What follows belongs to an exercise in optimizing a design on an open flow for small area; a production flow would make more cautious choices. In this exercise RTL edits were held to simulation tests only and were not proved equivalent to the original.

### config.mk
export PLATFORM = sky130hd
export DESIGN_NAME = sqrt_u32
export DESIGN_NICKNAME = sqrt_u32
export VERILOG_FILES = /design/flow/design.v
export SDC_FILE = /design/flow/constraint.sdc
export NUM_CORES = 4
export LEC_CHECK = 0
export ABC_AREA = 1
export CAP_MARGIN = 20
export CORE_MARGIN = 2
export CORE_UTILIZATION = 55
export CTS_BUF_LIST = sky130_fd_sc_hd__clkbuf_8
export GPL_TIMING_DRIVEN = 0
export PLACE_DENSITY = 0.65
export SETUP_SLACK_MARGIN = -0.4
export SLEW_MARGIN = 20
### constraint.sdc
create_clock -name core_clock -period 9.0 [get_ports {clk}]
set_input_delay 1.8000 -clock core_clock [delete_from_list [all_inputs] [get_ports {clk}]]
set_output_delay 1.8000 -clock core_clock [all_outputs]
set_load 0.01 [all_outputs]
### design.v
module sqrt_u32 (
    input  wire        clk,
    input  wire        rst_n,
    input  wire        valid_in,
    input  wire [31:0] data_i,
    output wire        valid_out,
    output wire [15:0] data_o
);
    reg [2:0] v;
    always @(posedge clk or negedge rst_n)
        if (!rst_n) v <= 3'd0;
        else v <= {v[1:0], valid_in};
    assign valid_out = v[2];
    wire [31:0] x0_d, x0;
    wire [1:0] r1_d, r1;
    wire [0:0] q1_d, q1;
    wire [29:0] x1_d, x1;
    wire [2:0] r2_d, r2;
    wire [1:0] q2_d, q2;
    wire [27:0] x2_d, x2;
    wire [3:0] r3_d, r3;
    wire [2:0] q3_d, q3;
    wire [25:0] x3_d, x3;
    wire [4:0] r4_d, r4;
    wire [3:0] q4_d, q4;
    wire [23:0] x4_d, x4;
    wire [5:0] r5_d, r5;
    wire [4:0] q5_d, q5;
    wire [21:0] x5_d, x5;
    wire [6:0] r6_d, r6;
    wire [5:0] q6_d, q6;
    wire [19:0] x6_d, x6;
    wire [7:0] r7_d, r7;
    wire [6:0] q7_d, q7;
    wire [17:0] x7_d, x7;
    wire [8:0] r8_d, r8;
    wire [7:0] q8_d, q8;
    wire [15:0] x8_d, x8;
    wire [9:0] r9_d, r9;
    wire [8:0] q9_d, q9;
    wire [13:0] x9_d, x9;
    wire [10:0] r10_d, r10;
    wire [9:0] q10_d, q10;
    wire [11:0] x10_d, x10;
    wire [11:0] r11_d, r11;
    wire [10:0] q11_d, q11;
    wire [9:0] x11_d, x11;
    wire [12:0] r12_d, r12;
    wire [11:0] q12_d, q12;
    wire [7:0] x12_d, x12;
    wire [13:0] r13_d, r13;
    wire [12:0] q13_d, q13;
    wire [5:0] x13_d, x13;
    wire [14:0] r14_d, r14;
    wire [13:0] q14_d, q14;
    wire [3:0] x14_d, x14;
    wire [14:0] q15_d, q15;
    wire [1:0] x15_d, x15;
    wire [15:0] q16_d, q16;
    assign x0_d = data_i;
    assign x0 = x0_d;
    assign r1 = r1_d;
    assign q1 = q1_d;
    assign x1 = x1_d;
    assign r2 = r2_d;
    assign q2 = q2_d;
    assign x2 = x2_d;
    assign r3 = r3_d;
    assign q3 = q3_d;
    assign x3 = x3_d;
    assign r4 = r4_d;
    assign q4 = q4_d;
    assign x4 = x4_d;
    assign r5 = r5_d;
    assign q5 = q5_d;
    assign x5 = x5_d;
    assign r6 = r6_d;
    assign q6 = q6_d;
    assign x6 = x6_d;
    reg  [7:0] r7_q;
    reg  [6:0] q7_q;
    reg  [17:0] x7_q;
    always @(posedge clk) begin
        r7_q <= r7_d;
        q7_q <= q7_d;
        x7_q <= x7_d;
    end
    assign r7 = r7_q;
    assign q7 = q7_q;
    assign x7 = x7_q;
    assign r8 = r8_d;
    assign q8 = q8_d;
    assign x8 = x8_d;
    assign r9 = r9_d;
    assign q9 = q9_d;
    assign x9 = x9_d;
    assign r10 = r10_d;
    assign q10 = q10_d;
    assign x10 = x10_d;
    reg  [11:0] r11_q;
    reg  [10:0] q11_q;
    reg  [9:0] x11_q;
    always @(posedge clk) begin
        r11_q <= r11_d;
        q11_q <= q11_d;
        x11_q <= x11_d;
    end
    assign r11 = r11_q;
    assign q11 = q11_q;
    assign x11 = x11_q;
    assign r12 = r12_d;
    assign q12 = q12_d;
    assign x12 = x12_d;
    assign r13 = r13_d;
    assign q13 = q13_d;
    assign x13 = x13_d;
    assign r14 = r14_d;
    assign q14 = q14_d;
    assign x14 = x14_d;
    assign q15 = q15_d;
    assign x15 = x15_d;
    reg  [15:0] q16_q;
    always @(posedge clk) begin
        q16_q <= q16_d;
    end
    assign q16 = q16_q;
    wire [1:0] t0 = x0[31:30];
    wire [2:0] d0 = {1'b0, t0} - 3'd1;
    wire ge0 = ~d0[2];
    assign r1_d = ge0 ? d0[1:0] : t0[1:0];
    assign x1_d = x0[29:0];
    assign q1_d = ge0;
    wire [3:0] t1 = {r1, x1[29:28]};
    wire [4:0] c1;
    wire [3:0] d1;
    wire [3:0] n1 = {1'b1, ~q1, 2'b10};
    assign c1[0] = 1'b1;
    assign d1[0] = t1[0] ^ n1[0] ^ c1[0];
    assign c1[1] = (t1[0] & n1[0]) | (t1[0] & c1[0]) | (n1[0] & c1[0]);
    assign d1[1] = t1[1] ^ n1[1] ^ c1[1];
    assign c1[2] = (t1[1] & n1[1]) | (t1[1] & c1[1]) | (n1[1] & c1[1]);
    assign d1[2] = t1[2] ^ n1[2] ^ c1[2];
    assign c1[3] = (t1[2] & n1[2]) | (t1[2] & c1[2]) | (n1[2] & c1[2]);
    assign d1[3] = t1[3] ^ n1[3] ^ c1[3];
    assign c1[4] = (t1[3] & n1[3]) | (t1[3] & c1[3]) | (n1[3] & c1[3]);
    wire ge1 = c1[4];
    assign r2_d = ge1 ? d1[2:0] : t1[2:0];
    assign x2_d = x1[27:0];
    assign q2_d = {q1, ge1};
    wire [4:0] t2 = {r2, x2[27:26]};
    wire [5:0] c2;
    wire [4:0] d2;
    wire [4:0] n2 = {1'b1, ~q2, 2'b10};
    assign c2[0] = 1'b1;
    assign d2[0] = t2[0] ^ n2[0] ^ c2[0];
    assign c2[1] = (t2[0] & n2[0]) | (t2[0] & c2[0]) | (n2[0] & c2[0]);
    assign d2[1] = t2[1] ^ n2[1] ^ c2[1];
    assign c2[2] = (t2[1] & n2[1]) | (t2[1] & c2[1]) | (n2[1] & c2[1]);
    assign d2[2] = t2[2] ^ n2[2] ^ c2[2];
    assign c2[3] = (t2[2] & n2[2]) | (t2[2] & c2[2]) | (n2[2] & c2[2]);
    assign d2[3] = t2[3] ^ n2[3] ^ c2[3];
    assign c2[4] = (t2[3] & n2[3]) | (t2[3] & c2[3]) | (n2[3] & c2[3]);
    assign d2[4] = t2[4] ^ n2[4] ^ c2[4];
    assign c2[5] = (t2[4] & n2[4]) | (t2[4] & c2[4]) | (n2[4] & c2[4]);
    wire ge2 = c2[5];
    assign r3_d = ge2 ? d2[3:0] : t2[3:0];
    assign x3_d = x2[25:0];
    assign q3_d = {q2, ge2};
    wire [5:0] t3 = {r3, x3[25:24]};
    wire [6:0] c3;
    wire [5:0] d3;
    wire [5:0] n3 = {1'b1, ~q3, 2'b10};
    assign c3[0] = 1'b1;
    assign d3[0] = t3[0] ^ n3[0] ^ c3[0];
    assign c3[1] = (t3[0] & n3[0]) | (t3[0] & c3[0]) | (n3[0] & c3[0]);
    assign d3[1] = t3[1] ^ n3[1] ^ c3[1];
    assign c3[2] = (t3[1] & n3[1]) | (t3[1] & c3[1]) | (n3[1] & c3[1]);
    assign d3[2] = t3[2] ^ n3[2] ^ c3[2];
    assign c3[3] = (t3[2] & n3[2]) | (t3[2] & c3[2]) | (n3[2] & c3[2]);
    assign d3[3] = t3[3] ^ n3[3] ^ c3[3];
    assign c3[4] = (t3[3] & n3[3]) | (t3[3] & c3[3]) | (n3[3] & c3[3]);
    assign d3[4] = t3[4] ^ n3[4] ^ c3[4];
    assign c3[5] = (t3[4] & n3[4]) | (t3[4] & c3[4]) | (n3[4] & c3[4]);
    assign d3[5] = t3[5] ^ n3[5] ^ c3[5];
    assign c3[6] = (t3[5] & n3[5]) | (t3[5] & c3[5]) | (n3[5] & c3[5]);
    wire ge3 = c3[6];
    assign r4_d = ge3 ? d3[4:0] : t3[4:0];
    assign x4_d = x3[23:0];
    assign q4_d = {q3, ge3};
    wire [6:0] t4 = {r4, x4[23:22]};
    wire [7:0] c4;
    wire [6:0] d4;
    wire [6:0] n4 = {1'b1, ~q4, 2'b10};
    assign c4[0] = 1'b1;
    assign d4[0] = t4[0] ^ n4[0] ^ c4[0];
    assign c4[1] = (t4[0] & n4[0]) | (t4[0] & c4[0]) | (n4[0] & c4[0]);
    assign d4[1] = t4[1] ^ n4[1] ^ c4[1];
    assign c4[2] = (t4[1] & n4[1]) | (t4[1] & c4[1]) | (n4[1] & c4[1]);
    assign d4[2] = t4[2] ^ n4[2] ^ c4[2];
    assign c4[3] = (t4[2] & n4[2]) | (t4[2] & c4[2]) | (n4[2] & c4[2]);
    assign d4[3] = t4[3] ^ n4[3] ^ c4[3];
    assign c4[4] = (t4[3] & n4[3]) | (t4[3] & c4[3]) | (n4[3] & c4[3]);
    assign d4[4] = t4[4] ^ n4[4] ^ c4[4];
    assign c4[5] = (t4[4] & n4[4]) | (t4[4] & c4[4]) | (n4[4] & c4[4]);
    assign d4[5] = t4[5] ^ n4[5] ^ c4[5];
    assign c4[6] = (t4[5] & n4[5]) | (t4[5] & c4[5]) | (n4[5] & c4[5]);
    assign d4[6] = t4[6] ^ n4[6] ^ c4[6];
    assign c4[7] = (t4[6] & n4[6]) | (t4[6] & c4[6]) | (n4[6] & c4[6]);
    wire ge4 = c4[7];
    assign r5_d = ge4 ? d4[5:0] : t4[5:0];
    assign x5_d = x4[21:0];
    assign q5_d = {q4, ge4};
    wire [7:0] t5 = {r5, x5[21:20]};
    wire [8:0] c5;
    wire [7:0] d5;
    wire [7:0] n5 = {1'b1, ~q5, 2'b10};
    assign c5[0] = 1'b1;
    assign d5[0] = t5[0] ^ n5[0] ^ c5[0];
    assign c5[1] = (t5[0] & n5[0]) | (t5[0] & c5[0]) | (n5[0] & c5[0]);
    assign d5[1] = t5[1] ^ n5[1] ^ c5[1];
    assign c5[2] = (t5[1] & n5[1]) | (t5[1] & c5[1]) | (n5[1] & c5[1]);
    assign d5[2] = t5[2] ^ n5[2] ^ c5[2];
    assign c5[3] = (t5[2] & n5[2]) | (t5[2] & c5[2]) | (n5[2] & c5[2]);
    assign d5[3] = t5[3] ^ n5[3] ^ c5[3];
    assign c5[4] = (t5[3] & n5[3]) | (t5[3] & c5[3]) | (n5[3] & c5[3]);
    assign d5[4] = t5[4] ^ n5[4] ^ c5[4];
    assign c5[5] = (t5[4] & n5[4]) | (t5[4] & c5[4]) | (n5[4] & c5[4]);
    assign d5[5] = t5[5] ^ n5[5] ^ c5[5];
    assign c5[6] = (t5[5] & n5[5]) | (t5[5] & c5[5]) | (n5[5] & c5[5]);
    assign d5[6] = t5[6] ^ n5[6] ^ c5[6];
    assign c5[7] = (t5[6] & n5[6]) | (t5[6] & c5[6]) | (n5[6] & c5[6]);
    assign d5[7] = t5[7] ^ n5[7] ^ c5[7];
    assign c5[8] = (t5[7] & n5[7]) | (t5[7] & c5[7]) | (n5[7] & c5[7]);
    wire ge5 = c5[8];
    assign r6_d = ge5 ? d5[6:0] : t5[6:0];
    assign x6_d = x5[19:0];
    assign q6_d = {q5, ge5};
    wire [8:0] t6 = {r6, x6[19:18]};
    wire [9:0] c6;
    wire [8:0] d6;
    wire [8:0] n6 = {1'b1, ~q6, 2'b10};
    assign c6[0] = 1'b1;
    assign d6[0] = t6[0] ^ n6[0] ^ c6[0];
    assign c6[1] = (t6[0] & n6[0]) | (t6[0] & c6[0]) | (n6[0] & c6[0]);
    assign d6[1] = t6[1] ^ n6[1] ^ c6[1];
    assign c6[2] = (t6[1] & n6[1]) | (t6[1] & c6[1]) | (n6[1] & c6[1]);
    assign d6[2] = t6[2] ^ n6[2] ^ c6[2];
    assign c6[3] = (t6[2] & n6[2]) | (t6[2] & c6[2]) | (n6[2] & c6[2]);
    assign d6[3] = t6[3] ^ n6[3] ^ c6[3];
    assign c6[4] = (t6[3] & n6[3]) | (t6[3] & c6[3]) | (n6[3] & c6[3]);
    assign d6[4] = t6[4] ^ n6[4] ^ c6[4];
    assign c6[5] = (t6[4] & n6[4]) | (t6[4] & c6[4]) | (n6[4] & c6[4]);
    assign d6[5] = t6[5] ^ n6[5] ^ c6[5];
    assign c6[6] = (t6[5] & n6[5]) | (t6[5] & c6[5]) | (n6[5] & c6[5]);
    assign d6[6] = t6[6] ^ n6[6] ^ c6[6];
    assign c6[7] = (t6[6] & n6[6]) | (t6[6] & c6[6]) | (n6[6] & c6[6]);
    assign d6[7] = t6[7] ^ n6[7] ^ c6[7];
    assign c6[8] = (t6[7] & n6[7]) | (t6[7] & c6[7]) | (n6[7] & c6[7]);
    assign d6[8] = t6[8] ^ n6[8] ^ c6[8];
    assign c6[9] = (t6[8] & n6[8]) | (t6[8] & c6[8]) | (n6[8] & c6[8]);
    wire ge6 = c6[9];
    assign r7_d = ge6 ? d6[7:0] : t6[7:0];
    assign x7_d = x6[17:0];
    assign q7_d = {q6, ge6};
    wire [9:0] t7 = {r7, x7[17:16]};
    wire [10:0] c7;
    wire [9:0] d7;
    wire [9:0] n7 = {1'b1, ~q7, 2'b10};
    assign c7[0] = 1'b1;
    assign d7[0] = t7[0] ^ n7[0] ^ c7[0];
    assign c7[1] = (t7[0] & n7[0]) | (t7[0] & c7[0]) | (n7[0] & c7[0]);
    assign d7[1] = t7[1] ^ n7[1] ^ c7[1];
    assign c7[2] = (t7[1] & n7[1]) | (t7[1] & c7[1]) | (n7[1] & c7[1]);
    assign d7[2] = t7[2] ^ n7[2] ^ c7[2];
    assign c7[3] = (t7[2] & n7[2]) | (t7[2] & c7[2]) | (n7[2] & c7[2]);
    assign d7[3] = t7[3] ^ n7[3] ^ c7[3];
    assign c7[4] = (t7[3] & n7[3]) | (t7[3] & c7[3]) | (n7[3] & c7[3]);
    assign d7[4] = t7[4] ^ n7[4] ^ c7[4];
    assign c7[5] = (t7[4] & n7[4]) | (t7[4] & c7[4]) | (n7[4] & c7[4]);
    assign d7[5] = t7[5] ^ n7[5] ^ c7[5];
    assign c7[6] = (t7[5] & n7[5]) | (t7[5] & c7[5]) | (n7[5] & c7[5]);
    assign d7[6] = t7[6] ^ n7[6] ^ c7[6];
    assign c7[7] = (t7[6] & n7[6]) | (t7[6] & c7[6]) | (n7[6] & c7[6]);
    assign d7[7] = t7[7] ^ n7[7] ^ c7[7];
    assign c7[8] = (t7[7] & n7[7]) | (t7[7] & c7[7]) | (n7[7] & c7[7]);
    assign d7[8] = t7[8] ^ n7[8] ^ c7[8];
    assign c7[9] = (t7[8] & n7[8]) | (t7[8] & c7[8]) | (n7[8] & c7[8]);
    assign d7[9] = t7[9] ^ n7[9] ^ c7[9];
    assign c7[10] = (t7[9] & n7[9]) | (t7[9] & c7[9]) | (n7[9] & c7[9]);
    wire ge7 = c7[10];
    assign r8_d = ge7 ? d7[8:0] : t7[8:0];
    assign x8_d = x7[15:0];
    assign q8_d = {q7, ge7};
    wire [10:0] t8 = {r8, x8[15:14]};
    wire [11:0] c8;
    wire [10:0] d8;
    wire [10:0] n8 = {1'b1, ~q8, 2'b10};
    assign c8[0] = 1'b1;
    assign d8[0] = t8[0] ^ n8[0] ^ c8[0];
    assign c8[1] = (t8[0] & n8[0]) | (t8[0] & c8[0]) | (n8[0] & c8[0]);
    assign d8[1] = t8[1] ^ n8[1] ^ c8[1];
    assign c8[2] = (t8[1] & n8[1]) | (t8[1] & c8[1]) | (n8[1] & c8[1]);
    assign d8[2] = t8[2] ^ n8[2] ^ c8[2];
    assign c8[3] = (t8[2] & n8[2]) | (t8[2] & c8[2]) | (n8[2] & c8[2]);
    assign d8[3] = t8[3] ^ n8[3] ^ c8[3];
    assign c8[4] = (t8[3] & n8[3]) | (t8[3] & c8[3]) | (n8[3] & c8[3]);
    assign d8[4] = t8[4] ^ n8[4] ^ c8[4];
    assign c8[5] = (t8[4] & n8[4]) | (t8[4] & c8[4]) | (n8[4] & c8[4]);
    assign d8[5] = t8[5] ^ n8[5] ^ c8[5];
    assign c8[6] = (t8[5] & n8[5]) | (t8[5] & c8[5]) | (n8[5] & c8[5]);
    assign d8[6] = t8[6] ^ n8[6] ^ c8[6];
    assign c8[7] = (t8[6] & n8[6]) | (t8[6] & c8[6]) | (n8[6] & c8[6]);
    assign d8[7] = t8[7] ^ n8[7] ^ c8[7];
    assign c8[8] = (t8[7] & n8[7]) | (t8[7] & c8[7]) | (n8[7] & c8[7]);
    assign d8[8] = t8[8] ^ n8[8] ^ c8[8];
    assign c8[9] = (t8[8] & n8[8]) | (t8[8] & c8[8]) | (n8[8] & c8[8]);
    assign d8[9] = t8[9] ^ n8[9] ^ c8[9];
    assign c8[10] = (t8[9] & n8[9]) | (t8[9] & c8[9]) | (n8[9] & c8[9]);
    assign d8[10] = t8[10] ^ n8[10] ^ c8[10];
    assign c8[11] = (t8[10] & n8[10]) | (t8[10] & c8[10]) | (n8[10] & c8[10]);
    wire ge8 = c8[11];
    assign r9_d = ge8 ? d8[9:0] : t8[9:0];
    assign x9_d = x8[13:0];
    assign q9_d = {q8, ge8};
    wire [11:0] t9 = {r9, x9[13:12]};
    wire [12:0] c9;
    wire [11:0] d9;
    wire [11:0] n9 = {1'b1, ~q9, 2'b10};
    assign c9[0] = 1'b1;
    assign d9[0] = t9[0] ^ n9[0] ^ c9[0];
    assign c9[1] = (t9[0] & n9[0]) | (t9[0] & c9[0]) | (n9[0] & c9[0]);
    assign d9[1] = t9[1] ^ n9[1] ^ c9[1];
    assign c9[2] = (t9[1] & n9[1]) | (t9[1] & c9[1]) | (n9[1] & c9[1]);
    assign d9[2] = t9[2] ^ n9[2] ^ c9[2];
    assign c9[3] = (t9[2] & n9[2]) | (t9[2] & c9[2]) | (n9[2] & c9[2]);
    assign d9[3] = t9[3] ^ n9[3] ^ c9[3];
    assign c9[4] = (t9[3] & n9[3]) | (t9[3] & c9[3]) | (n9[3] & c9[3]);
    assign d9[4] = t9[4] ^ n9[4] ^ c9[4];
    assign c9[5] = (t9[4] & n9[4]) | (t9[4] & c9[4]) | (n9[4] & c9[4]);
    assign d9[5] = t9[5] ^ n9[5] ^ c9[5];
    assign c9[6] = (t9[5] & n9[5]) | (t9[5] & c9[5]) | (n9[5] & c9[5]);
    assign d9[6] = t9[6] ^ n9[6] ^ c9[6];
    assign c9[7] = (t9[6] & n9[6]) | (t9[6] & c9[6]) | (n9[6] & c9[6]);
    assign d9[7] = t9[7] ^ n9[7] ^ c9[7];
    assign c9[8] = (t9[7] & n9[7]) | (t9[7] & c9[7]) | (n9[7] & c9[7]);
    assign d9[8] = t9[8] ^ n9[8] ^ c9[8];
    assign c9[9] = (t9[8] & n9[8]) | (t9[8] & c9[8]) | (n9[8] & c9[8]);
    assign d9[9] = t9[9] ^ n9[9] ^ c9[9];
    assign c9[10] = (t9[9] & n9[9]) | (t9[9] & c9[9]) | (n9[9] & c9[9]);
    assign d9[10] = t9[10] ^ n9[10] ^ c9[10];
    assign c9[11] = (t9[10] & n9[10]) | (t9[10] & c9[10]) | (n9[10] & c9[10]);
    assign d9[11] = t9[11] ^ n9[11] ^ c9[11];
    assign c9[12] = (t9[11] & n9[11]) | (t9[11] & c9[11]) | (n9[11] & c9[11]);
    wire ge9 = c9[12];
    assign r10_d = ge9 ? d9[10:0] : t9[10:0];
    assign x10_d = x9[11:0];
    assign q10_d = {q9, ge9};
    wire [12:0] t10 = {r10, x10[11:10]};
    wire [13:0] c10;
    wire [12:0] d10;
    wire [12:0] n10 = {1'b1, ~q10, 2'b10};
    assign c10[0] = 1'b1;
    assign d10[0] = t10[0] ^ n10[0] ^ c10[0];
    assign c10[1] = (t10[0] & n10[0]) | (t10[0] & c10[0]) | (n10[0] & c10[0]);
    assign d10[1] = t10[1] ^ n10[1] ^ c10[1];
    assign c10[2] = (t10[1] & n10[1]) | (t10[1] & c10[1]) | (n10[1] & c10[1]);
    assign d10[2] = t10[2] ^ n10[2] ^ c10[2];
    assign c10[3] = (t10[2] & n10[2]) | (t10[2] & c10[2]) | (n10[2] & c10[2]);
    assign d10[3] = t10[3] ^ n10[3] ^ c10[3];
    assign c10[4] = (t10[3] & n10[3]) | (t10[3] & c10[3]) | (n10[3] & c10[3]);
    assign d10[4] = t10[4] ^ n10[4] ^ c10[4];
    assign c10[5] = (t10[4] & n10[4]) | (t10[4] & c10[4]) | (n10[4] & c10[4]);
    assign d10[5] = t10[5] ^ n10[5] ^ c10[5];
    assign c10[6] = (t10[5] & n10[5]) | (t10[5] & c10[5]) | (n10[5] & c10[5]);
    assign d10[6] = t10[6] ^ n10[6] ^ c10[6];
    assign c10[7] = (t10[6] & n10[6]) | (t10[6] & c10[6]) | (n10[6] & c10[6]);
    assign d10[7] = t10[7] ^ n10[7] ^ c10[7];
    assign c10[8] = (t10[7] & n10[7]) | (t10[7] & c10[7]) | (n10[7] & c10[7]);
    assign d10[8] = t10[8] ^ n10[8] ^ c10[8];
    assign c10[9] = (t10[8] & n10[8]) | (t10[8] & c10[8]) | (n10[8] & c10[8]);
    assign d10[9] = t10[9] ^ n10[9] ^ c10[9];
    assign c10[10] = (t10[9] & n10[9]) | (t10[9] & c10[9]) | (n10[9] & c10[9]);
    assign d10[10] = t10[10] ^ n10[10] ^ c10[10];
    assign c10[11] = (t10[10] & n10[10]) | (t10[10] & c10[10]) | (n10[10] & c10[10]);
    assign d10[11] = t10[11] ^ n10[11] ^ c10[11];
    assign c10[12] = (t10[11] & n10[11]) | (t10[11] & c10[11]) | (n10[11] & c10[11]);
    assign d10[12] = t10[12] ^ n10[12] ^ c10[12];
    assign c10[13] = (t10[12] & n10[12]) | (t10[12] & c10[12]) | (n10[12] & c10[12]);
    wire ge10 = c10[13];
    assign r11_d = ge10 ? d10[11:0] : t10[11:0];
    assign x11_d = x10[9:0];
    assign q11_d = {q10, ge10};
    wire [13:0] t11 = {r11, x11[9:8]};
    wire [14:0] c11;
    wire [13:0] d11;
    wire [13:0] n11 = {1'b1, ~q11, 2'b10};
    assign c11[0] = 1'b1;
    assign d11[0] = t11[0] ^ n11[0] ^ c11[0];
    assign c11[1] = (t11[0] & n11[0]) | (t11[0] & c11[0]) | (n11[0] & c11[0]);
    assign d11[1] = t11[1] ^ n11[1] ^ c11[1];
    assign c11[2] = (t11[1] & n11[1]) | (t11[1] & c11[1]) | (n11[1] & c11[1]);
    assign d11[2] = t11[2] ^ n11[2] ^ c11[2];
    assign c11[3] = (t11[2] & n11[2]) | (t11[2] & c11[2]) | (n11[2] & c11[2]);
    assign d11[3] = t11[3] ^ n11[3] ^ c11[3];
    assign c11[4] = (t11[3] & n11[3]) | (t11[3] & c11[3]) | (n11[3] & c11[3]);
    assign d11[4] = t11[4] ^ n11[4] ^ c11[4];
    assign c11[5] = (t11[4] & n11[4]) | (t11[4] & c11[4]) | (n11[4] & c11[4]);
    assign d11[5] = t11[5] ^ n11[5] ^ c11[5];
    assign c11[6] = (t11[5] & n11[5]) | (t11[5] & c11[5]) | (n11[5] & c11[5]);
    assign d11[6] = t11[6] ^ n11[6] ^ c11[6];
    assign c11[7] = (t11[6] & n11[6]) | (t11[6] & c11[6]) | (n11[6] & c11[6]);
    assign d11[7] = t11[7] ^ n11[7] ^ c11[7];
    assign c11[8] = (t11[7] & n11[7]) | (t11[7] & c11[7]) | (n11[7] & c11[7]);
    assign d11[8] = t11[8] ^ n11[8] ^ c11[8];
    assign c11[9] = (t11[8] & n11[8]) | (t11[8] & c11[8]) | (n11[8] & c11[8]);
    assign d11[9] = t11[9] ^ n11[9] ^ c11[9];
    assign c11[10] = (t11[9] & n11[9]) | (t11[9] & c11[9]) | (n11[9] & c11[9]);
    assign d11[10] = t11[10] ^ n11[10] ^ c11[10];
    assign c11[11] = (t11[10] & n11[10]) | (t11[10] & c11[10]) | (n11[10] & c11[10]);
    assign d11[11] = t11[11] ^ n11[11] ^ c11[11];
    assign c11[12] = (t11[11] & n11[11]) | (t11[11] & c11[11]) | (n11[11] & c11[11]);
    assign d11[12] = t11[12] ^ n11[12] ^ c11[12];
    assign c11[13] = (t11[12] & n11[12]) | (t11[12] & c11[12]) | (n11[12] & c11[12]);
    assign d11[13] = t11[13] ^ n11[13] ^ c11[13];
    assign c11[14] = (t11[13] & n11[13]) | (t11[13] & c11[13]) | (n11[13] & c11[13]);
    wire ge11 = c11[14];
    assign r12_d = ge11 ? d11[12:0] : t11[12:0];
    assign x12_d = x11[7:0];
    assign q12_d = {q11, ge11};
    wire [14:0] t12 = {r12, x12[7:6]};
    wire [15:0] c12;
    wire [14:0] d12;
    wire [14:0] n12 = {1'b1, ~q12, 2'b10};
    assign c12[0] = 1'b1;
    assign d12[0] = t12[0] ^ n12[0] ^ c12[0];
    assign c12[1] = (t12[0] & n12[0]) | (t12[0] & c12[0]) | (n12[0] & c12[0]);
    assign d12[1] = t12[1] ^ n12[1] ^ c12[1];
    assign c12[2] = (t12[1] & n12[1]) | (t12[1] & c12[1]) | (n12[1] & c12[1]);
    assign d12[2] = t12[2] ^ n12[2] ^ c12[2];
    assign c12[3] = (t12[2] & n12[2]) | (t12[2] & c12[2]) | (n12[2] & c12[2]);
    assign d12[3] = t12[3] ^ n12[3] ^ c12[3];
    assign c12[4] = (t12[3] & n12[3]) | (t12[3] & c12[3]) | (n12[3] & c12[3]);
    assign d12[4] = t12[4] ^ n12[4] ^ c12[4];
    assign c12[5] = (t12[4] & n12[4]) | (t12[4] & c12[4]) | (n12[4] & c12[4]);
    assign d12[5] = t12[5] ^ n12[5] ^ c12[5];
    assign c12[6] = (t12[5] & n12[5]) | (t12[5] & c12[5]) | (n12[5] & c12[5]);
    assign d12[6] = t12[6] ^ n12[6] ^ c12[6];
    assign c12[7] = (t12[6] & n12[6]) | (t12[6] & c12[6]) | (n12[6] & c12[6]);
    assign d12[7] = t12[7] ^ n12[7] ^ c12[7];
    assign c12[8] = (t12[7] & n12[7]) | (t12[7] & c12[7]) | (n12[7] & c12[7]);
    assign d12[8] = t12[8] ^ n12[8] ^ c12[8];
    assign c12[9] = (t12[8] & n12[8]) | (t12[8] & c12[8]) | (n12[8] & c12[8]);
    assign d12[9] = t12[9] ^ n12[9] ^ c12[9];
    assign c12[10] = (t12[9] & n12[9]) | (t12[9] & c12[9]) | (n12[9] & c12[9]);
    assign d12[10] = t12[10] ^ n12[10] ^ c12[10];
    assign c12[11] = (t12[10] & n12[10]) | (t12[10] & c12[10]) | (n12[10] & c12[10]);
    assign d12[11] = t12[11] ^ n12[11] ^ c12[11];
    assign c12[12] = (t12[11] & n12[11]) | (t12[11] & c12[11]) | (n12[11] & c12[11]);
    assign d12[12] = t12[12] ^ n12[12] ^ c12[12];
    assign c12[13] = (t12[12] & n12[12]) | (t12[12] & c12[12]) | (n12[12] & c12[12]);
    assign d12[13] = t12[13] ^ n12[13] ^ c12[13];
    assign c12[14] = (t12[13] & n12[13]) | (t12[13] & c12[13]) | (n12[13] & c12[13]);
    assign d12[14] = t12[14] ^ n12[14] ^ c12[14];
    assign c12[15] = (t12[14] & n12[14]) | (t12[14] & c12[14]) | (n12[14] & c12[14]);
    wire ge12 = c12[15];
    assign r13_d = ge12 ? d12[13:0] : t12[13:0];
    assign x13_d = x12[5:0];
    assign q13_d = {q12, ge12};
    wire [15:0] t13 = {r13, x13[5:4]};
    wire [16:0] c13;
    wire [15:0] d13;
    wire [15:0] n13 = {1'b1, ~q13, 2'b10};
    assign c13[0] = 1'b1;
    assign d13[0] = t13[0] ^ n13[0] ^ c13[0];
    assign c13[1] = (t13[0] & n13[0]) | (t13[0] & c13[0]) | (n13[0] & c13[0]);
    assign d13[1] = t13[1] ^ n13[1] ^ c13[1];
    assign c13[2] = (t13[1] & n13[1]) | (t13[1] & c13[1]) | (n13[1] & c13[1]);
    assign d13[2] = t13[2] ^ n13[2] ^ c13[2];
    assign c13[3] = (t13[2] & n13[2]) | (t13[2] & c13[2]) | (n13[2] & c13[2]);
    assign d13[3] = t13[3] ^ n13[3] ^ c13[3];
    assign c13[4] = (t13[3] & n13[3]) | (t13[3] & c13[3]) | (n13[3] & c13[3]);
    assign d13[4] = t13[4] ^ n13[4] ^ c13[4];
    assign c13[5] = (t13[4] & n13[4]) | (t13[4] & c13[4]) | (n13[4] & c13[4]);
    assign d13[5] = t13[5] ^ n13[5] ^ c13[5];
    assign c13[6] = (t13[5] & n13[5]) | (t13[5] & c13[5]) | (n13[5] & c13[5]);
    assign d13[6] = t13[6] ^ n13[6] ^ c13[6];
    assign c13[7] = (t13[6] & n13[6]) | (t13[6] & c13[6]) | (n13[6] & c13[6]);
    assign d13[7] = t13[7] ^ n13[7] ^ c13[7];
    assign c13[8] = (t13[7] & n13[7]) | (t13[7] & c13[7]) | (n13[7] & c13[7]);
    assign d13[8] = t13[8] ^ n13[8] ^ c13[8];
    assign c13[9] = (t13[8] & n13[8]) | (t13[8] & c13[8]) | (n13[8] & c13[8]);
    assign d13[9] = t13[9] ^ n13[9] ^ c13[9];
    assign c13[10] = (t13[9] & n13[9]) | (t13[9] & c13[9]) | (n13[9] & c13[9]);
    assign d13[10] = t13[10] ^ n13[10] ^ c13[10];
    assign c13[11] = (t13[10] & n13[10]) | (t13[10] & c13[10]) | (n13[10] & c13[10]);
    assign d13[11] = t13[11] ^ n13[11] ^ c13[11];
    assign c13[12] = (t13[11] & n13[11]) | (t13[11] & c13[11]) | (n13[11] & c13[11]);
    assign d13[12] = t13[12] ^ n13[12] ^ c13[12];
    assign c13[13] = (t13[12] & n13[12]) | (t13[12] & c13[12]) | (n13[12] & c13[12]);
    assign d13[13] = t13[13] ^ n13[13] ^ c13[13];
    assign c13[14] = (t13[13] & n13[13]) | (t13[13] & c13[13]) | (n13[13] & c13[13]);
    assign d13[14] = t13[14] ^ n13[14] ^ c13[14];
    assign c13[15] = (t13[14] & n13[14]) | (t13[14] & c13[14]) | (n13[14] & c13[14]);
    assign d13[15] = t13[15] ^ n13[15] ^ c13[15];
    assign c13[16] = (t13[15] & n13[15]) | (t13[15] & c13[15]) | (n13[15] & c13[15]);
    wire ge13 = c13[16];
    assign r14_d = ge13 ? d13[14:0] : t13[14:0];
    assign x14_d = x13[3:0];
    assign q14_d = {q13, ge13};
    wire [16:0] t14 = {r14, x14[3:2]};
    wire [17:0] c14;
    wire [16:0] d14;
    wire [16:0] n14 = {1'b1, ~q14, 2'b10};
    assign c14[0] = 1'b1;
    assign d14[0] = t14[0] ^ n14[0] ^ c14[0];
    assign c14[1] = (t14[0] & n14[0]) | (t14[0] & c14[0]) | (n14[0] & c14[0]);
    assign d14[1] = t14[1] ^ n14[1] ^ c14[1];
    assign c14[2] = (t14[1] & n14[1]) | (t14[1] & c14[1]) | (n14[1] & c14[1]);
    assign d14[2] = t14[2] ^ n14[2] ^ c14[2];
    assign c14[3] = (t14[2] & n14[2]) | (t14[2] & c14[2]) | (n14[2] & c14[2]);
    assign d14[3] = t14[3] ^ n14[3] ^ c14[3];
    assign c14[4] = (t14[3] & n14[3]) | (t14[3] & c14[3]) | (n14[3] & c14[3]);
    assign d14[4] = t14[4] ^ n14[4] ^ c14[4];
    assign c14[5] = (t14[4] & n14[4]) | (t14[4] & c14[4]) | (n14[4] & c14[4]);
    assign d14[5] = t14[5] ^ n14[5] ^ c14[5];
    assign c14[6] = (t14[5] & n14[5]) | (t14[5] & c14[5]) | (n14[5] & c14[5]);
    assign d14[6] = t14[6] ^ n14[6] ^ c14[6];
    assign c14[7] = (t14[6] & n14[6]) | (t14[6] & c14[6]) | (n14[6] & c14[6]);
    assign d14[7] = t14[7] ^ n14[7] ^ c14[7];
    assign c14[8] = (t14[7] & n14[7]) | (t14[7] & c14[7]) | (n14[7] & c14[7]);
    assign d14[8] = t14[8] ^ n14[8] ^ c14[8];
    assign c14[9] = (t14[8] & n14[8]) | (t14[8] & c14[8]) | (n14[8] & c14[8]);
    assign d14[9] = t14[9] ^ n14[9] ^ c14[9];
    assign c14[10] = (t14[9] & n14[9]) | (t14[9] & c14[9]) | (n14[9] & c14[9]);
    assign d14[10] = t14[10] ^ n14[10] ^ c14[10];
    assign c14[11] = (t14[10] & n14[10]) | (t14[10] & c14[10]) | (n14[10] & c14[10]);
    assign d14[11] = t14[11] ^ n14[11] ^ c14[11];
    assign c14[12] = (t14[11] & n14[11]) | (t14[11] & c14[11]) | (n14[11] & c14[11]);
    assign d14[12] = t14[12] ^ n14[12] ^ c14[12];
    assign c14[13] = (t14[12] & n14[12]) | (t14[12] & c14[12]) | (n14[12] & c14[12]);
    assign d14[13] = t14[13] ^ n14[13] ^ c14[13];
    assign c14[14] = (t14[13] & n14[13]) | (t14[13] & c14[13]) | (n14[13] & c14[13]);
    assign d14[14] = t14[14] ^ n14[14] ^ c14[14];
    assign c14[15] = (t14[14] & n14[14]) | (t14[14] & c14[14]) | (n14[14] & c14[14]);
    assign d14[15] = t14[15] ^ n14[15] ^ c14[15];
    assign c14[16] = (t14[15] & n14[15]) | (t14[15] & c14[15]) | (n14[15] & c14[15]);
    assign d14[16] = t14[16] ^ n14[16] ^ c14[16];
    assign c14[17] = (t14[16] & n14[16]) | (t14[16] & c14[16]) | (n14[16] & c14[16]);
    wire ge14 = c14[17];
    assign q15_d = {q14, ge14};
    wire [17:0] a1_a = {d14[15:0], x14[1:0]};
    wire [17:0] a1_n = ~({1'b0, q14, 3'b101});
    wire [18:0] a1_c;
    assign a1_c[0] = 1'b1;
    assign a1_c[1] = (a1_a[0] & a1_n[0]) | (a1_a[0] & a1_c[0]) | (a1_n[0] & a1_c[0]);
    assign a1_c[2] = (a1_a[1] & a1_n[1]) | (a1_a[1] & a1_c[1]) | (a1_n[1] & a1_c[1]);
    assign a1_c[3] = (a1_a[2] & a1_n[2]) | (a1_a[2] & a1_c[2]) | (a1_n[2] & a1_c[2]);
    assign a1_c[4] = (a1_a[3] & a1_n[3]) | (a1_a[3] & a1_c[3]) | (a1_n[3] & a1_c[3]);
    assign a1_c[5] = (a1_a[4] & a1_n[4]) | (a1_a[4] & a1_c[4]) | (a1_n[4] & a1_c[4]);
    assign a1_c[6] = (a1_a[5] & a1_n[5]) | (a1_a[5] & a1_c[5]) | (a1_n[5] & a1_c[5]);
    assign a1_c[7] = (a1_a[6] & a1_n[6]) | (a1_a[6] & a1_c[6]) | (a1_n[6] & a1_c[6]);
    assign a1_c[8] = (a1_a[7] & a1_n[7]) | (a1_a[7] & a1_c[7]) | (a1_n[7] & a1_c[7]);
    assign a1_c[9] = (a1_a[8] & a1_n[8]) | (a1_a[8] & a1_c[8]) | (a1_n[8] & a1_c[8]);
    assign a1_c[10] = (a1_a[9] & a1_n[9]) | (a1_a[9] & a1_c[9]) | (a1_n[9] & a1_c[9]);
    assign a1_c[11] = (a1_a[10] & a1_n[10]) | (a1_a[10] & a1_c[10]) | (a1_n[10] & a1_c[10]);
    assign a1_c[12] = (a1_a[11] & a1_n[11]) | (a1_a[11] & a1_c[11]) | (a1_n[11] & a1_c[11]);
    assign a1_c[13] = (a1_a[12] & a1_n[12]) | (a1_a[12] & a1_c[12]) | (a1_n[12] & a1_c[12]);
    assign a1_c[14] = (a1_a[13] & a1_n[13]) | (a1_a[13] & a1_c[13]) | (a1_n[13] & a1_c[13]);
    assign a1_c[15] = (a1_a[14] & a1_n[14]) | (a1_a[14] & a1_c[14]) | (a1_n[14] & a1_c[14]);
    assign a1_c[16] = (a1_a[15] & a1_n[15]) | (a1_a[15] & a1_c[15]) | (a1_n[15] & a1_c[15]);
    assign a1_c[17] = (a1_a[16] & a1_n[16]) | (a1_a[16] & a1_c[16]) | (a1_n[16] & a1_c[16]);
    assign a1_c[18] = (a1_a[17] & a1_n[17]) | (a1_a[17] & a1_c[17]) | (a1_n[17] & a1_c[17]);
    wire a1 = a1_c[18];
    wire [17:0] a0_a = {t14[15:0], x14[1:0]};
    wire [17:0] a0_n = ~({1'b0, q14, 3'b001});
    wire [18:0] a0_c;
    assign a0_c[0] = 1'b1;
    assign a0_c[1] = (a0_a[0] & a0_n[0]) | (a0_a[0] & a0_c[0]) | (a0_n[0] & a0_c[0]);
    assign a0_c[2] = (a0_a[1] & a0_n[1]) | (a0_a[1] & a0_c[1]) | (a0_n[1] & a0_c[1]);
    assign a0_c[3] = (a0_a[2] & a0_n[2]) | (a0_a[2] & a0_c[2]) | (a0_n[2] & a0_c[2]);
    assign a0_c[4] = (a0_a[3] & a0_n[3]) | (a0_a[3] & a0_c[3]) | (a0_n[3] & a0_c[3]);
    assign a0_c[5] = (a0_a[4] & a0_n[4]) | (a0_a[4] & a0_c[4]) | (a0_n[4] & a0_c[4]);
    assign a0_c[6] = (a0_a[5] & a0_n[5]) | (a0_a[5] & a0_c[5]) | (a0_n[5] & a0_c[5]);
    assign a0_c[7] = (a0_a[6] & a0_n[6]) | (a0_a[6] & a0_c[6]) | (a0_n[6] & a0_c[6]);
    assign a0_c[8] = (a0_a[7] & a0_n[7]) | (a0_a[7] & a0_c[7]) | (a0_n[7] & a0_c[7]);
    assign a0_c[9] = (a0_a[8] & a0_n[8]) | (a0_a[8] & a0_c[8]) | (a0_n[8] & a0_c[8]);
    assign a0_c[10] = (a0_a[9] & a0_n[9]) | (a0_a[9] & a0_c[9]) | (a0_n[9] & a0_c[9]);
    assign a0_c[11] = (a0_a[10] & a0_n[10]) | (a0_a[10] & a0_c[10]) | (a0_n[10] & a0_c[10]);
    assign a0_c[12] = (a0_a[11] & a0_n[11]) | (a0_a[11] & a0_c[11]) | (a0_n[11] & a0_c[11]);
    assign a0_c[13] = (a0_a[12] & a0_n[12]) | (a0_a[12] & a0_c[12]) | (a0_n[12] & a0_c[12]);
    assign a0_c[14] = (a0_a[13] & a0_n[13]) | (a0_a[13] & a0_c[13]) | (a0_n[13] & a0_c[13]);
    assign a0_c[15] = (a0_a[14] & a0_n[14]) | (a0_a[14] & a0_c[14]) | (a0_n[14] & a0_c[14]);
    assign a0_c[16] = (a0_a[15] & a0_n[15]) | (a0_a[15] & a0_c[15]) | (a0_n[15] & a0_c[15]);
    assign a0_c[17] = (a0_a[16] & a0_n[16]) | (a0_a[16] & a0_c[16]) | (a0_n[16] & a0_c[16]);
    assign a0_c[18] = (a0_a[17] & a0_n[17]) | (a0_a[17] & a0_c[17]) | (a0_n[17] & a0_c[17]);
    wire a0 = a0_c[18];
    wire ge15 = ge14 ? a1 : a0;
    assign q16_d = {q15, ge15};
    assign data_o = q16;
endmodule
### flow/run.sh
#!/bin/bash
# Standard layout (standard.sh) with its own logic mapping:
# - synthesis skips Yosys's full-adder extraction (ADDER_MAP_FILE empty), so ABC maps the
#   carry chains itself;
# - ABC runs flow/area.abc instead of ORFS's script. Everything else in synthesis (registers,
#   flattening, renaming) is the standard synthesis script, patched only at the abc call.
# - input and output ports get the smallest buffer (buf_1).
export BUFFER_PORTS_ARGS="-buffer_cell sky130_fd_sc_hd__buf_1"
# - clock tree without dummy loads.
export CTS_ARGS="-sink_clustering_enable -repair_clock_nets -buf_list sky130_fd_sc_hd__clkbuf_8 -dont_use_dummy_load"
set -euo pipefail
here=$(pwd)
sed 's|^\(\s*\)log_cmd abc {\*}$abc_args|\1log_cmd abc {*}[lreplace $abc_args 1 1 $::env(MY_ABC_SCRIPT)]|' \
  "$FLOW_HOME/scripts/synth.tcl" > "$here/synth_abc.tcl"
grep -q 'MY_ABC_SCRIPT' "$here/synth_abc.tcl"
sed "s|\$::env(SCRIPTS_DIR)/synth.tcl|$here/synth_abc.tcl|" synth_recipe.tcl > "$here/synth_recipe_abc.tcl"
grep -q synth_abc.tcl "$here/synth_recipe_abc.tcl"
sed "s|SYNTH_SCRIPT=[^ ]*|SYNTH_SCRIPT=$here/synth_recipe_abc.tcl|" standard.sh > "$here/standard_abc.sh"
export ADDER_MAP_FILE=
export MY_ABC_SCRIPT="$here/flow/area.abc"
bash "$here/standard_abc.sh" > standard.log 2>&1
### flow/area.abc
strash
dch -f
map -a
topo
stime -c
buffer -c
upsize -c
dnsize -c
### standard.sh
#!/bin/bash
# synth_recipe.tcl (not shown) runs the flow's synth.tcl, then flattens the netlist and writes it again
# the make line also repeats each setting of config.mk as NAME=value (left out here)
make -C /OpenROAD-flow-scripts/flow DESIGN_CONFIG=/design/flow/config.mk WORK_HOME=/design/flow/orfs CLKGATE_MAP_FILE= SYNTH_SCRIPT=/design/flow/synth_recipe.tcl "${@:-finish}"
==> flow_results.org, run 1 <==
** Outcome
- Outcome :: complete, but fails checks
- The layout checks failed on setup timing.

** STA
- Timing would allow up to approximately 110 MHz.
- Worst slew margin relative to its limit :: between 50 and 60%
- The final hold violation count is 0.
- Setup-violating endpoint count in the final report :: 1
- Period utilisation layout :: 104%
- Subtracting the final worst setup slack from the clock period gives 9390 ps.
- The max-slew violation count is 0.
- Fin Hold WS :: 330 ps
- Clock skew after layout :: 33.4 ps
- Final worst setup slack :: -386 ps
- At the pin with the least slew margin, the transition time is roughly 630 ps.
- RSZ-0062 raised after global routing :: true

** Synth
- Synthesized area divided by synthesized cell count :: roughly 6.3 um^2
- Cell accounting for the most synthesized area :: sky130_fd_sc_hd__dfxtp_1
- Unique masters post-synth :: between 50 and 60
- Summing the sequential cell areas from Yosys gives 25.2% of the chip area.
- Mapped Area :: 6800 um^2
- Area share of the leading cell type in the synthesized netlist :: roughly 24%
- Biggest area contributors in the synthesized netlist :: sky130_fd_sc_hd__dfxtp_1, sky130_fd_sc_hd__nand2_1, sky130_fd_sc_hd__xor2_1
- Synth warnings :: 1
- Flip-flop cell with the highest count after synthesis :: sky130_fd_sc_hd__dfxtp_1
- In the synthesized netlist the async set-or-reset flop fraction comes to approximately 3.5%.
- The number of nets in the synthesized netlist is 1106.
- Number of flip-flops and latches in the synthesized netlist :: 85
- Number of enable flip-flop cells after synthesis :: 0
- Synthesis produced a netlist whose cell count is about 1100.

** Critical path
- Along the worst path, the maximum fanout reaches 6.
- Critical path capture point type :: register
- Largest stage delay on the critical path :: 370 ps
- At the worst endpoint, the required time is 9300 ps.
- At the worst endpoint, the arrival time is a little under 10000 ps.
- Among all stages on the critical path, the largest delay is contributed by sky130_fd_sc_hd__dfxtp_4.
- Critical path launch point type :: register
- By startpoint and endpoint, the worst setup path is classified as register to register.
- Counting stages on the worst path, the most repeated cell is sky130_fd_sc_hd__nand2_2.
- Buffers & Inverters on Critical Path :: 11
- Grouping stages by cell kind, the critical path spends the most delay in compound AO/OA/AOI/OAI gates.

** Floorplan
- IO Pins :: 52
- Chip height :: approximately 120 um
- In this run the horizontal extent of the chip is around 120 um.
- Initial standard-cell utilization of the core :: around 56%
- After floorplanning, the core was divided into 40 placement rows.
- Placeable Area :: roughly 12000 um^2
- The floorplan step defined a die boundary enclosing ~13000 um^2.

** Routing
- Antenna Violating Nets Remaining :: 0
- Vias per cell :: roughly 4.8
- In this run, the number of DRC markers left after iteration 0 of detailed routing was between 200 and 300.
- For this run, design rule violations remaining after detail routing come to 0.
- Final routed wire length divided by cell count :: approximately 11 um
- Across all layers, the routed design uses between 6000 and 7000 vias.
- For this run, the detailed router's first-pass iteration total came to 4.
- Total Wirelength :: approximately 15 mm

** Placement
- The congestion estimate from routability-driven global placement came to between 0.8 and 0.9.
- Port buffering added 51 buffers.
- Detailed placement ended at an HPWL of around 12 mm.
- After detailed placement, the design holds a cell count of approximately 1300.

** Global routing
- The total overflow left after global routing is 0.
- The initial antenna violation count is 0.
- Maximum number of pins on one net before global-route repair :: 16
- The first global-routing pass estimated 25.8 mm of wire.
- Total global-route track usage :: around a quarter
- Via count of the first global-routing pass :: a little under 6000

** Clock network
- H-tree lvl count :: 3
- TritonCTS built the clock tree.
- Skew-Pair Late Insertion Delay :: 370 ps
- Counting every sink on the clock net gives between 80 and 90.
- Number of buffers inserted during clock tree synthesis :: 9
- Clock-pin slew on the worst setup and hold paths :: approximately 80 ps
- The longest clock path from root to sink contains 2 buffers.
- The tree is rooted in a sky130_fd_sc_hd__clkbuf_8.

** Layout
- The repair_antennas step left the layout with diodes totalling 0.
- From synthesis to final layout, the design area changed by 17.2%.
- After the last flow step, the layout net total stands at ~1200.
- End-of-flow core utilization :: 66.0%
- Share of final-layout standard cells stronger than drive strength 1 :: roughly a fifth
- Cell Count, Final, Fillers Out :: roughly 1400

** Job
- The tool flagged a number of max-cap violations equal to 0.

** Min path
- Min-Delay Path Class :: register to register
==> synth_stat cells, drive strengths merged, types with 3 or more instances <==
library cell / n
a21boi: 5
a21oi: 62
a31oi: 8
buf: 11
clkbuf: 10
dfrtp: 3
dfxtp: 82
inv: 130
maj3: 8
mux2i: 6
nand2: 330
nand3: 12
nor2: 150
o211ai: 4
o21a: 8
o21ai: 73
o22ai: 8
o31ai: 3
or2: 32
xnor2: 40
xor2: 68
==> cells by family after synthesis <==
| logic type | Yosys count | synth area share, % |
|---|---|---|
| AOI/OAI and AO/OA | 183 | 17.1 |
| buffers and inverters | 153 | 9.44 |
| DFF | 85 | 25.2 |
| and+or+nand+nor | 528 | 32.1 |
| adders and majority gates | 8 | 1.27 |
| muxes | 6 | 0.883 |
| xor gates and xnor gates | 108 | 13.9 |
==> cell usage in the layout (no fill, tap or decap), types with 7 or more instances in the layout <==
| cell type | Yosys | final |
|---|---|---|
| sky130_fd_sc_hd__buf_1 | 0 | 52 |
| sky130_fd_sc_hd__buf_4 | 3 | 57 |
| sky130_fd_sc_hd__o21ai_0 | 59 | 55 |
| sky130_fd_sc_hd__xnor2_1 | 40 | 39 |
| sky130_fd_sc_hd__nor2_1 | 148 | 138 |
| sky130_fd_sc_hd__o22ai_1 | 8 | 8 |
| sky130_fd_sc_hd__xor2_1 | 68 | 67 |
| sky130_fd_sc_hd__or2_2 | 31 | 30 |
| sky130_fd_sc_hd__nand2_1 | 302 | 293 |
| sky130_fd_sc_hd__buf_6 | 6 | 8 |
| sky130_fd_sc_hd__inv_1 | 121 | 119 |
| sky130_fd_sc_hd__o21a_1 | 8 | 8 |
| sky130_fd_sc_hd__inv_2 | 7 | 8 |
| sky130_fd_sc_hd__nand2_2 | 25 | 32 |
| sky130_fd_sc_hd__dfxtp_1 | 82 | 78 |
| sky130_fd_sc_hd__a21oi_2 | 5 | 7 |
| sky130_fd_sc_hd__o21ai_2 | 9 | 9 |
| sky130_fd_sc_hd__nand3_1 | 11 | 10 |
| sky130_fd_sc_hd__a21oi_1 | 53 | 50 |
| sky130_fd_sc_hd__clkbuf_8 | 0 | 9 |
| sky130_fd_sc_hd__o21ai_1 | 5 | 8 |
==> per-layer routing <==
layer,GRT usage [%],vias to the layer above,part of all wire [%]
met5,0,-,0
met4,8.92,0,2.1
met3,3.80,21,2.6
met2,43.5,81,50
met1,28.8,2883,45
li1,-,3585,-
==> path summary, 6_finish.rpt <==
kind	start	end	slack [ps]	depth (start not counted)
hold / removal	x7_q[6]	x11_q[6]	330	0
max in group asynchronous	rst_n	v[2]	7630	1
min in group asynchronous	rst_n	v[0]	1220	1
setup reg to reg	q11_q[0]	q16_q[0]	-390	85
setup / recovery	q11_q[0]	q16_q[0]	-390	85
hold reg to reg	x7_q[6]	x11_q[6]	330	0
==> metrics by stage <==
stage / area [um^2] / setup WS [ps] / setup TNS, ps
global route: 7970 / -1150 / -7590
CTS: 7650 / -530 / -4060
finish: 7970 / -386 / -386
floorplan: 6800 / 153 / 0
detailed placement: 7200 / -974 / -9140
global placement: 7200 / -875 / -6830
==> state kept, by name, indices dropped and copies added (netlist names) <==
register,cells
r7_q,8
r11_q,12
q7_q,7
x11_q,10
q11_q,11
q16_q,16
v,3
x7_q,18
==> final cells by class <==
type                       instances  area (um^2)
tap                              168          210
clock buffer                       9          124
timing repair buffer             108          623
buffer                            21          150
multi-input combinational        833         4630
fill                            1152         4100
sequential                        85         1720
inverter                         132          508
==> what timing repair did <==
| item | 4_1_cts | 5_1_grt |
|---|---|---|
| endpoints found under the setup margin | 8 | 24 |
| gates resized for setup | 16 | 59 |
| pin swaps | 22 | 37 |
| hold buffers | 0 | 0 |
| setup buffers | 36 | 21 |
==> run 2: changes to the inputs <==
==> flow/area.abc (replaced) <==
strash
dc2
dch -f
map -a
topo
stime -c
buffer -c
upsize -c
dnsize -c
==> flow_results.org, run 2 <==
** Floorplan
- The initialized floorplan defines 40 standard-cell rows.
- For this configuration, the core starts out at a cell density of a little under three fifths.
- Overall die width :: ~110 um
- Die outline area :: about 13000 um^2
- Placeable Area :: approximately 12000 um^2
- IO Pins :: 52
- Measured along the y axis, the die boundary spans between 100 and 150 um.

** Global routing
- Maximum number of pins on one net before global-route repair :: 16
- Total global-route track usage :: between 20% and 30%
- The number of global-route vias before repair is between 5000 and 6000.
- Initial antenna violation count :: 0
- The first global-routing pass estimated around 25 mm of wire.
- Global route overflow :: 0

** STA
- Fin Hold WS :: ~330 ps
- The max-slew violation count came to 0.
- For the pin with the worst max-slew slack, the measured transition is between 600 and 700 ps.
- Top achievable clock speed :: 109 MHz
- In this run the tightest slew margin relative to its limit is 56.5%.
- Setup repair after global routing could not meet its margin everywhere.
- Setup slack on the critical path of the routed design comes to -201 ps.
- Setup-violating endpoint count in the final report :: 1
- Clock skew after layout :: between 20 and 30 ps
- Time the worst path needs with I/O delays and setup :: just over 9000 ps
- Period utilisation layout :: 102%
- Number of endpoints with negative hold slack in the final report :: 0

** Routing
- The first detailed-routing pass ran for 5 iterations.
- For this block, the initial DRC count from the detailed router was 260.
- The count of nets left with antenna violations once routing finished came out at 0.
- Final routed wire length divided by cell count :: 11.5 um
- Dividing the detail-routed via count by the number of cells gives around 5.
- For this block, the via count after detailed routing is about 6500.
- Number of remaining DRC errors :: 0
- After detailed routing, the total wire length is around 15 mm.

** Synth
- The synthesized design spends more area on one cell type than any other, namely sky130_fd_sc_hd__dfxtp_1.
- For this run, the number of Yosys warnings is 1.
- Number of enable flip-flop cells after synthesis :: 0
- By instance count, the leading cell after synthesis is sky130_fd_sc_hd__nand2_1.
- The mapped netlist covers 6710 um^2.
- The most used flip-flop cell after synthesis is sky130_fd_sc_hd__dfxtp_1.
- Area share of the leading cell type in the synthesized netlist :: ~24%
- Synthesized area divided by synthesized cell count :: just over 6 um^2
- In the post-synthesis netlist, the biggest area contributors are sky130_fd_sc_hd__dfxtp_1, sky130_fd_sc_hd__nand2_1, sky130_fd_sc_hd__xor2_1.
- Number of flip-flops and latches in the synthesized netlist :: 85
- Synthesis produced a netlist whose cell count is between 1000 and 1500.
- Unique masters post-synth :: 51
- By count the netlist is led by sky130_fd_sc_hd__nand2_1, sky130_fd_sc_hd__inv_1, sky130_fd_sc_hd__nor2_1.
- Syn nets :: about 1100
- Share of synthesized flip-flops with an asynchronous set or reset :: between 3 and 4%
- Register area share after synthesis :: 25.6%

** Clock network
- Clock-pin slew on the worst setup and hold paths :: 90 ps
- For the worst-skew pair, the clock arrives at the later sink with an insertion delay of between 300 and 400 ps.
- TritonCTS built the clock tree.
- TritonCTS created 9 clock buffers.
- Clock Root Buffer :: sky130_fd_sc_hd__clkbuf_8
- H-tree lvl count :: 3
- Maximum clock path buffer count :: 2
- Count of clock tree sinks :: 85

** Critical path
- Critical path launch point type :: register
- Category of the critical setup timing path :: register to register
- For this run, the slowest stage of the critical path takes approximately 350 ps.
- Required time of the worst setup path :: 9290 ps
- At the worst endpoint, the arrival time is 9490 ps.
- Critical path capture point type :: register
- Along the worst path, the maximum fanout reaches 7.
- The largest individual stage delay along the critical path comes from the cell sky130_fd_sc_hd__dfxtp_2.
- Most common cell on crit path :: sky130_fd_sc_hd__nand2_2

** Min path
- Min-Delay Path Class :: register to register

** Layout
- The largest registers in the layout are x7_q x18, q16_q x16, r11_q x12.
- Area growth from synthesis to layout :: 13.9%
- Leading cell types in the layout, fill and taps excluded :: sky130_fd_sc_hd__nand2_1, sky130_fd_sc_hd__inv_1, sky130_fd_sc_hd__nor2_1, sky130_fd_sc_hd__o21ai_0, sky130_fd_sc_hd__dfxtp_1
- Number of flip-flops in the largest register :: 18
- Fill cells :: about 1200
- Share of final-layout standard cells stronger than drive strength 1 :: about 16%
- Leaving out fill and tap cells, the most frequent cell in the layout is sky130_fd_sc_hd__nand2_1.
- Register with the most flip-flops :: x7_q
- Net count, final :: between 1000 and 1500
- 0 antenna diodes ended up in the layout.

** Outcome
- The flow ran to the end, but the layout failed its checks.
- Failed Checks :: setup timing

** Placement
- Number of input and output port buffers inserted :: 51
- Routability-driven placement finished with a final weighted congestion of just under 0.9.
- DPL Wire Length :: approximately 12 mm

** Job
- Max-capacitance violation count :: 0
[run 2: stage by stage]
stage / TNS [ps] / worst slack [ps] / utilization (%) / std cells / area, um^2
floorplan: 0 / 1040 / - / 1078 / 6710
global placement: -4490 / -388 / 59.2 / 1276 / 7080
detailed placement: -5870 / -444 / 59.2 / 1276 / 7080
CTS: -3200 / -391 / 60.3 / 1285 / 7210
global route: -5910 / -979 / 63.9 / 1312 / 7640
finish: -201 / -201 / 63.9 / 1312 / 7640
[run 2: worst max-delay path: cells and delay by family, from the launching register on]
family | cells | cell delay (ps)
buffers and inverters | 6 | 360
XOR/XNOR | 4 | 700
AND/OR/NAND/NOR | 63 | 4710
adder cells (fa/ha/maj) | 1 | 320
AO/OA/AOI/OAI | 19 | 2640
flip-flops | 1 | 350
[run 2: final cells by class]
type / instances / area (um^2) / area share, %
buffer: 11 / 60.1 / 0.786
clock buffer: 9 / 124 / 1.62
inverter: 137 / 527 / 6.89
multi-input combinational: 843 / 4610 / 60.4
sequential: 85 / 1720 / 22.6
tap: 147 / 184 / 2.41
timing repair buffer: 80 / 409 / 5.36
[run 2: worst paths after layout]
kind                       slack [ps]     start       end  depth (start not counted)
min                               330   x7_q[5]  x11_q[5]                          0
min in group asynchronous        1220     rst_n      v[2]                          1
min reg2reg                       330   x7_q[5]  x11_q[5]                          0
max                              -200  r11_q[0]  q16_q[0]                         93
max reg2reg                      -200  r11_q[0]  q16_q[0]                         93
max in group asynchronous        7630     rst_n      v[0]                          1
[run 2: logic make-up (layout without fill, tap and decap cells)]
family                   Yosys count  count (layout)  synth area share, %
AO/OA/AOI/OAI                    190             190                 17.0
XOR/XNOR                          99              99                 13.0
adder cells (fa/ha/maj)            3               3                0.466
buffers and inverters            150             237                 8.68
flip-flops                        85              85                 25.6
multiplexers                       1               1                0.149
AND/OR/NAND/NOR                  550             550                 35.1
[run 2: timing repair]
action                                  in CTS  in global routing
buffers inserted                             0                 29
hold buffers                                 0                  0
endpoints found under the setup margin       3                 24
hold endpoints to repair                     0                  0
gates resized for setup                      1                 63
pin swaps                                    0                 45
[run 2: per-layer routing]
metal / routed length (um) / global-route usage (%) / part of all wire [%]
met1: 6840 / 28.5 / 45
met2: 7450 / 41.5 / 49
met3: 391 / 3.71 / 2.6
met4: 437 / 8.62 / 2.9
met5: 0 / 0 / 0
==> run 3: changes to the inputs <==
==> flow/area.abc (replaced) <==
strash
dch
map -B 0.9
topo
stime -c
buffer -c
dnsize -c
--- a/config.mk
+++ b/config.mk
@@ -12,5 +12,5 @@
 export CTS_BUF_LIST = sky130_fd_sc_hd__clkbuf_8
 export GPL_TIMING_DRIVEN = 0
 export PLACE_DENSITY = 0.65
-export SETUP_SLACK_MARGIN = -0.4
+export SETUP_SLACK_MARGIN = -0.6
 export SLEW_MARGIN = 20
==> flow_results.org, run 3 <==
** Clock network
- The clock passes through at most 2 buffers.
- CTS tree :: yes
- Clock Root Buffer :: sky130_fd_sc_hd__clkbuf_8
- Clock-pin slew on the worst setup and hold paths :: 70 ps
- Count of clock tree sinks :: 85
- Clock latency on the worst-skew pair, taken at its later pin, is ~380 ps.
- Number of buffers inserted during clock tree synthesis :: 9
- H-tree lvl count :: 3

** Synth
- Summing the areas of all xor and xnor instances in the mapped netlist gives 12.6% of the synthesized area.
- Synth warnings :: 1
- Gate count after technology mapping :: approximately 1200
- The most used flip-flop cell after synthesis is sky130_fd_sc_hd__dfxtp_1.
- In the post-synthesis netlist, the biggest area contributors are sky130_fd_sc_hd__nand2_1, sky130_fd_sc_hd__dfxtp_1, sky130_fd_sc_hd__inv_1.
- Basic-gate share of the synthesized area counting and, or, nand and nor cells :: around 44%
- Largest family of logic cells by synthesized area :: simple AND/OR/NAND/NOR gates
- Mux contribution to synthesized area :: less than 1%
- Post-synthesis share of cell area spent on full adders, half adders and majority gates :: 0.299%
- Syn nets :: 1212
- Unique masters post-synth :: 27
- Most common cell in the netlist :: sky130_fd_sc_hd__nand2_1
- Yosys mapped a number of flops with a built-in enable equal to 0.
- In the synthesized netlist the async set-or-reset flop fraction comes to under 10%.
- Number of flip-flops and latches in the synthesized netlist :: 85
- Mapped Area :: ~6700 um^2
- In this run the biggest area consumer among cell types represents about a third of the synthesized area.
- Summing the areas of all compound-gate instances in the mapped netlist gives under 10% of the synthesized area.
- Synthesized area divided by synthesized cell count :: 5.69 um^2
- sky130_fd_sc_hd__nand2_1 takes more of the synthesized area than any other cell.
- After synthesis, flip-flops and latches occupy between 20% and 30% of the total area.
- Post-synth top cells :: sky130_fd_sc_hd__nand2_1, sky130_fd_sc_hd__inv_1, sky130_fd_sc_hd__dfxtp_1, sky130_fd_sc_hd__o21ai_0, sky130_fd_sc_hd__nand3_1

** Global routing
- The number of global-route vias before repair is ~5800.
- Global route overflow :: 0
- First-pass GRT wire length :: 25.4 mm
- Initial antenna violation count :: 0
- Maximum number of pins on one net before global-route repair :: 16
- Global routing used 24.1% of the available tracks.

** Floorplan
- The die is between 100 and 150 um wide.
- In this run the standard cell core region covers 12000 um^2.
- Initial standard-cell utilization of the core :: 56.0%
- IO Pins :: 52
- Chip height :: between 100 and 150 um
- Row count :: 40
- The die covers ~13000 um^2.

** Layout
- The top cell types in the final layout, fill and taps aside, are sky130_fd_sc_hd__nand2_1, sky130_fd_sc_hd__inv_1, sky130_fd_sc_hd__dfxtp_1, sky130_fd_sc_hd__o21ai_0, sky130_fd_sc_hd__nand3_1.
- Area growth from synthesis to layout :: 10.9%
- Net count, final :: around 1300
- Share of final-layout standard cells stronger than drive strength 1 :: 7.21%
- The largest registers in the layout are x7_q x18, q16_q x16, r11_q x12.
- More flip-flops sit in one register than any other, and that register is x7_q.
- Commonest non-fill, non-tap cell in the layout :: sky130_fd_sc_hd__nand2_1
- The register with the most flip-flops in the layout has 18 of them.
- The number of antenna diodes in the final layout is 0.
- Post-route cell area :: roughly 7400 um^2

** Critical path
- The largest single stage delay on the critical path is ~400 ps.
- Measured in cells, the most critical reg-to-reg path has a length of 97.
- The slowest stage of the critical path belongs to the cell sky130_fd_sc_hd__dfxtp_4.
- Most common cell on crit path :: sky130_fd_sc_hd__nand2_1
- The endpoint identified for the worst register-to-register timing path is q16_q[0].
- Worst-path fanout max :: 10
- Following the worst setup path forward leads to its endpoint at q16_q[0].
- The worst register-to-register path has a setup slack of about 520 ps.
- The setup path with the least slack is of type register to register.
- Required time of the worst setup path :: slightly above 9000 ps
- The worst register-to-register path begins at q11_q[0].
- At the worst endpoint, the arrival time is 8730 ps.
- Critical path launch point type :: register
- Critical path capture point type :: register
- In this run the worst setup path begins at q11_q[0].

** STA
- Setup violations remaining at the end of the flow were counted as 0.
- Setup Total Neg Slack :: 0 ps
- Worst slew margin relative to its limit :: around 53%
- For the pin with the worst max-slew slack, the measured transition is ~690 ps.
- Clock skew after layout :: 21.6 ps
- The final hold violation count was 0.
- The max-slew violation count was 0.
- After layout, the minimum clock period comes to between 8000 and 9000 ps.
- For this run, the top clock speed supported by timing is 118 MHz.
- Of the available clock period, the critical path in the final layout requires between 90 and 100%.

** Routing
- The first detailed-routing pass took 5 iterations.
- For this run, design rule violations remaining after detail routing come to 0.
- Dividing the detail-routed wire length by the instance count gives ~11 um.
- Via count :: ~7000
- For this block, the routed nets add up to 15.3 mm of wire.
- In the routed layout, each cell is associated on average with a via count of between 4 and 5.
- Once detail routing completed, the nets flagged for antenna violations numbered 0.
- For this block, the initial DRC count from the detailed router was slightly above 300.

** Placement
- Input and output buffers added on the ports amount to just over 50.
- Placed standard-cell area :: ~7000 um^2
- DPL Wire Length :: 12.2 mm
- Routability congestion estimate from global placement :: roughly 0.86

** Min path
- Min-Delay Path Class :: register to register
- In this run the most critical hold path is launched from x7_q[2].

** Outcome
- Outcome :: complete, no violations

** Job
- The tool flagged a number of max-cap violations equal to 0.
-- run 3: metrics by stage --
step / util [%] / hold WS [ps] / setup slack [ps] / std cells
after floorplan: - / 310 / 1190 / 1177
after global placement: 59.1 / 311 / -531 / 1375
after detailed placement: 59.1 / 313 / -683 / 1375
after CTS: 60.2 / 322 / -504 / 1384
after global routing: 62.1 / 317 / -642 / 1395
final: 62.1 / 313 / 519 / 1395
-- run 3: layer usage --
layer	routed length, um	track usage (%)
met1	7070	28.7
met2	7540	44.4
met3	439	4.92
met4	252	5.85
met5	0	0
-- run 3: kinds of logic (layout without fill, tap and decap cells) --
family,count (synthesis),after routing
compound gates,115,115
buf+inv,141,212
fa+ha+maj,2,2
xor+xnor,96,96
mux,2,2
simple gates,736,736
flops,85,85
-- run 3: worst min-delay path by stage --
stage	endpoint	slack (ps)	cells after the start
finish	x11_q[2]	310	0
global route	x11_q[2]	320	0
CTS	x11_q[2]	320	0
detailed placement	x11_q[6]	310	0
global placement	x11_q[2]	310	0
floorplan	x11_q[0]	310	0
-- run 3: area by class of cell --
cell class / instances / area, um^2
Buffer: 15 / 86.3
Clock buffer: 9 / 124
Fill cell: 1228 / 4530
Inverter: 125 / 484
Multi-Input combinational cell: 951 / 4550
Sequential cell: 85 / 1720
Tap cell: 147 / 184
Timing Repair Buffer: 63 / 279
-- run 3: critical path: cells and delay by family (launching register included) --
| kind | cells | cell delay, ps |
|---|---|---|
| buf+inv | 3 | 430 |
| simple gates | 91 | 7300 |
| compound gates | 3 | 210 |
| flops | 1 | 400 |
-- run 3: timing repair --
item / CTS / global route
buffers inserted: 0 / 12
endpoints found under the hold margin: 0 / 0
endpoints found under the setup margin: 2 / 12
pin swaps: 0 / 3
hold buffers: 0 / 0
gates cloned: 0 / 0
gates resized for setup: 3 / 55

-- afterwards: timing with drivers on the ports --
The flow's constraints put no driver on any port. The routed layouts listed below were extracted and timed again, unchanged, in two steps. Step 1 sets driving cells, clkbuf_16 on the clock port and buf_2 on the other inputs (assumed; they add their load-dependent delay and slew). Step 2, shift: input delay + t, output delay - t, t = (earliest + latest rising clock arrival at the registers) / 2. This alone moves slack from input paths to output paths. Three values: ideal ports, drivers, drivers and shift; two values: the first two.
| run | t (ns) | setup WS [ns] | worst hold slack (ns) | latest minus earliest clock arrival (ns) | worst register clock-pin slew, ns |
|---|---|---|---|---|---|
| run 1 | 0.391 | -0.386 / -0.386 / -0.386 | 0.330 / 0.330 / 0.330 | 0.039 / 0.038 | 0.10 / 0.10 |
| run 2 | 0.387 | -0.201 / -0.201 / -0.201 | 0.331 / 0.331 / 0.331 | 0.025 / 0.026 | 0.09 / 0.09 |
| run 3 | 0.405 | 0.519 / 0.519 / 0.246 | 0.313 / 0.313 / 0.313 | 0.022 / 0.022 | 0.09 / 0.09 |
For run 3, which loses most, drivers alone change the setup slack by 0.000 ns; drivers and shift together by -0.273 ns.
